Background: an optimization exercise with open tools, aiming at small area. Do not read the settings as production practice.
Function was checked by simulation only, so behaviour that the tests miss may differ from the original.
No driver is modelled on the clock port, so clocking that relies on it looks cheaper here than on a real chip.
Power is estimated from default activity; no workload was simulated.

Setup of wip/willow:
Design top_level, start of the top module:
module top_level #(
) (
    input logic clk,
    input logic n_rst,
    input logic hsel,
    input logic [3:0] haddr,
    input logic [1:0] hsize,
    input logic [1:0] htrans,
    input logic hwrite,
    input logic [31:0] hwdata,
    output logic [31:0] hrdata,
    output logic hresp,
    output logic hready,
    input logic dp_in,
    input logic dm_in,
    output logic d_mode,
    output logic dp_out,
    output logic dm_out
);
==> flow/config.mk <==
export PLATFORM = sky130hd
export DESIGN_NAME = top_level
export DESIGN_NICKNAME = top_level
export VERILOG_FILES = /design/flow/design.v
export SDC_FILE = /design/flow/constraint.sdc
export NUM_CORES = 4
export LEC_CHECK = 0
export CAP_MARGIN = 0
export CORE_MARGIN = 2
export CORE_UTILIZATION = 65
export SLEW_MARGIN = 0
export SYNTH_HIERARCHICAL = 1
export SYNTH_MINIMUM_KEEP_SIZE = 0
==> flow/constraint.sdc <==
create_clock -name core_clock -period 10.0 [get_ports {clk}]
set_input_delay 2.0000 -clock core_clock [delete_from_list [all_inputs] [get_ports {clk}]]
set_output_delay 2.0000 -clock core_clock [all_outputs]
set_load 0.01 [all_outputs]
standard.sh (not shown) runs the stock make flow with config.mk's settings and CLKGATE_MAP_FILE= SYNTH_SCRIPT=/design/flow/synth_recipe.tcl, a recipe that flattens the netlist after the stock synthesis.
==> flow/flow/run.sh <==
#!/bin/bash
# The standard layout (standard.sh, unchanged synthesis) with three changes:
#  - port buffers use the smallest buffer cell (sky130_fd_sc_hd__buf_1);
#  - clock tree synthesis uses clkbuf_4 sink clusters and no dummy loads;
#  - after CTS, repair_timing -recover_power downsizes cells with spare slack.
# ORFS's full output goes to orfs_make.log in this folder.
set -euo pipefail
bash standard.sh \
  "BUFFER_PORTS_ARGS=-buffer_cell sky130_fd_sc_hd__buf_1" \
  "CTS_ARGS=-sink_clustering_enable -repair_clock_nets -dont_use_dummy_load -buf_list sky130_fd_sc_hd__clkbuf_4 -sink_clustering_size 9 -sink_clustering_max_diameter 40" \
  "POST_CTS_TCL=$PWD/flow/post_cts.tcl" \
  finish > orfs_make.log 2>&1
==> flow/flow/post_cts.tcl <==
# After clock tree synthesis: trade unused setup slack for smaller cells.
estimate_parasitics -placement
repair_timing -recover_power 100
wip/willow | stages: all done | timing, DRC, antenna: all pass
What wip/harbor does differently from wip/willow at the input level:
Settings: a change of CAP_MARGIN from 0 to 20; a change of CORE_UTILIZATION from 65 to 60; a change of SLEW_MARGIN from 0 to 20.
-- flow/flow/run.sh --
<<< wip/willow, line 9
  "BUFFER_PORTS_ARGS=-buffer_cell sky130_fd_sc_hd__buf_1" \
  "CTS_ARGS=-sink_clustering_enable -repair_clock_nets -dont_use_dummy_load -buf_list sky130_fd_sc_hd__clkbuf_4 -sink_clustering_size 9 -sink_clustering_max_diameter 40" \
  "POST_CTS_TCL=$PWD/flow/post_cts.tcl" \
>>> wip/harbor, line 9
  "BUFFER_PORTS_ARGS=-buffer_cell sky130_fd_sc_hd__buf_1" \
  "CTS_ARGS=-sink_clustering_enable -repair_clock_nets -dont_use_dummy_load -buf_list sky130_fd_sc_hd__clkbuf_4 -sink_clustering_size 10 -sink_clustering_max_diameter 40" \
  "POST_CTS_TCL=$PWD/flow/post_cts.tcl" \
Findings:
wip/harbor vs wip/willow: shortest clock period the worst path allows after layout down in wip/harbor. Looking at non-clock buffering overhead in the final layout across wip/harbor and wip/willow, the one that comes out higher is wip/harbor. Area: wip/harbor vs wip/willow -> wip/harbor larger. wip/harbor vs. wip/willow: effective utilization at floorplan dropped 4.9 points; total power rose by about 1%; register-to-register slack went up 0.47 ns; total die area shows an increase of 8.2%. wip/harbor vs wip/willow — final period utilization dropped 4.7 points.
Modified inputs, wip/tundra compared to wip/harbor
Settings: SLEW_MARGIN changed from 20 to 0; CAP_MARGIN changed from 20 to 0.
==> flow/flow/run.sh <==
#!/bin/bash
# The standard layout (standard.sh, unchanged synthesis) with three changes:
#  - port buffers use the smallest buffer cell (sky130_fd_sc_hd__buf_1);
#  - clock tree synthesis uses clkbuf_4 sink clusters and no dummy loads;
#  - after CTS and after global routing, repair_timing -recover_power
#    downsizes cells with spare slack (RECOVER_POWER in the global route step).
# ORFS's full output goes to orfs_make.log in this folder.
set -euo pipefail
bash standard.sh \
  "BUFFER_PORTS_ARGS=-buffer_cell sky130_fd_sc_hd__buf_1" \
  "CTS_ARGS=-sink_clustering_enable -repair_clock_nets -dont_use_dummy_load -buf_list sky130_fd_sc_hd__clkbuf_4 -sink_clustering_size 9 -sink_clustering_max_diameter 40" \
  "POST_CTS_TCL=$PWD/flow/post_cts.tcl" \
  "RECOVER_POWER=100" \
  finish > orfs_make.log 2>&1
## What came out
The sole clean run among wip/harbor and wip/tundra is wip/harbor.
Ran to the end and failed final checks on max-capacitance violations, max-slew violations: wip/tundra.
wip/tundra vs. wip/harbor: sequential cell fraction of total power went up; data arrival time of the critical path went up; final total power went down; synthesized instance count did not really move.
Startpoint of the worst setup timing path: n_rst -> wip/tundra, rptr[0] -> wip/harbor

========
top_level again, from the RTL that the note above started with.
==> flow/config.mk <==
export PLATFORM = sky130hd
export DESIGN_NAME = top_level
export DESIGN_NICKNAME = top_level
export VERILOG_FILES = /design/flow/design.v
export SDC_FILE = /design/flow/constraint.sdc
export NUM_CORES = 4
export LEC_CHECK = 0
export CAP_MARGIN = 0
export CORE_MARGIN = 2
export CORE_UTILIZATION = 60
export SLEW_MARGIN = 0
export SYNTH_HIERARCHICAL = 1
export SYNTH_MINIMUM_KEEP_SIZE = 0
==> flow/constraint.sdc <==
create_clock -name core_clock -period 10.0 [get_ports {clk}]
set_input_delay 2.0000 -clock core_clock [delete_from_list [all_inputs] [get_ports {clk}]]
set_output_delay 2.0000 -clock core_clock [all_outputs]
set_load 0.01 [all_outputs]
==> flow/flow/run.sh <==
#!/bin/bash
# The standard layout (standard.sh, unchanged synthesis) with three changes:
#  - port buffers use the smallest buffer cell (sky130_fd_sc_hd__buf_1);
#  - clock tree synthesis uses clkbuf_4 sink clusters and no dummy loads;
#  - after CTS, repair_timing -recover_power downsizes cells with spare slack.
# ORFS's full output goes to orfs_make.log in this folder.
set -euo pipefail
bash standard.sh \
  "BUFFER_PORTS_ARGS=-buffer_cell sky130_fd_sc_hd__buf_1" \
  "CTS_ARGS=-sink_clustering_enable -repair_clock_nets -dont_use_dummy_load -buf_list sky130_fd_sc_hd__clkbuf_4 -sink_clustering_size 9 -sink_clustering_max_diameter 40" \
  "POST_CTS_TCL=$PWD/flow/post_cts.tcl" \
  finish > orfs_make.log 2>&1
Scripts as last shown in full above: flow/flow/post_cts.tcl
The first run completed without violations.
Next try:
--- a/flow/config.mk
+++ b/flow/config.mk
@@ -8,5 +8,5 @@
 export CAP_MARGIN = 0
 export CORE_MARGIN = 2
-export CORE_UTILIZATION = 60
+export CORE_UTILIZATION = 70
 export SLEW_MARGIN = 0
 export SYNTH_HIERARCHICAL = 1
What happened: Cell count went down by 4.3%; global-route usage went up by 3.1 points; worst hold slack improves by 0.0030 ns; sequential share of layout area went up by 0.36 points.

## what the ideal ports hide
No port has a modelled driver above. Below, the same layouts with a new extraction and two added sets of constraints. Step 1, drivers: a clkbuf_16 drives clk and a buf_2 each remaining input, both assumed. Step 2, shift: input delay + t, output delay - t, t = (earliest + latest rising clock arrival at the registers) / 2. This alone moves slack from input paths to output paths. a / b / c = no drivers / after step 1 / after step 2; a / b = the first two.
run | shift t [ns] | setup slack, ns | latest minus earliest clock arrival (ns)
wip/willow | 0.903 | 4.715 / 4.715 / 4.715 | 0.133 / 0.133
wip/harbor | 0.919 | 5.190 / 5.190 / 5.190 | 0.128 / 0.127
wip/tundra | 0.916 | 4.074 / 4.086 / 3.170 | 0.103 / 0.102
the first run of note 2 | 0.910 | 5.095 / 5.095 / 5.095 | 0.104 / 0.104
the second run of note 2 | 0.906 | 4.837 / 4.837 / 4.837 | 0.132 / 0.131
For wip/tundra, which loses most, drivers alone change the setup slack by +0.012 ns; drivers and shift together by -0.904 ns. Setup slack includes reset recovery checks.
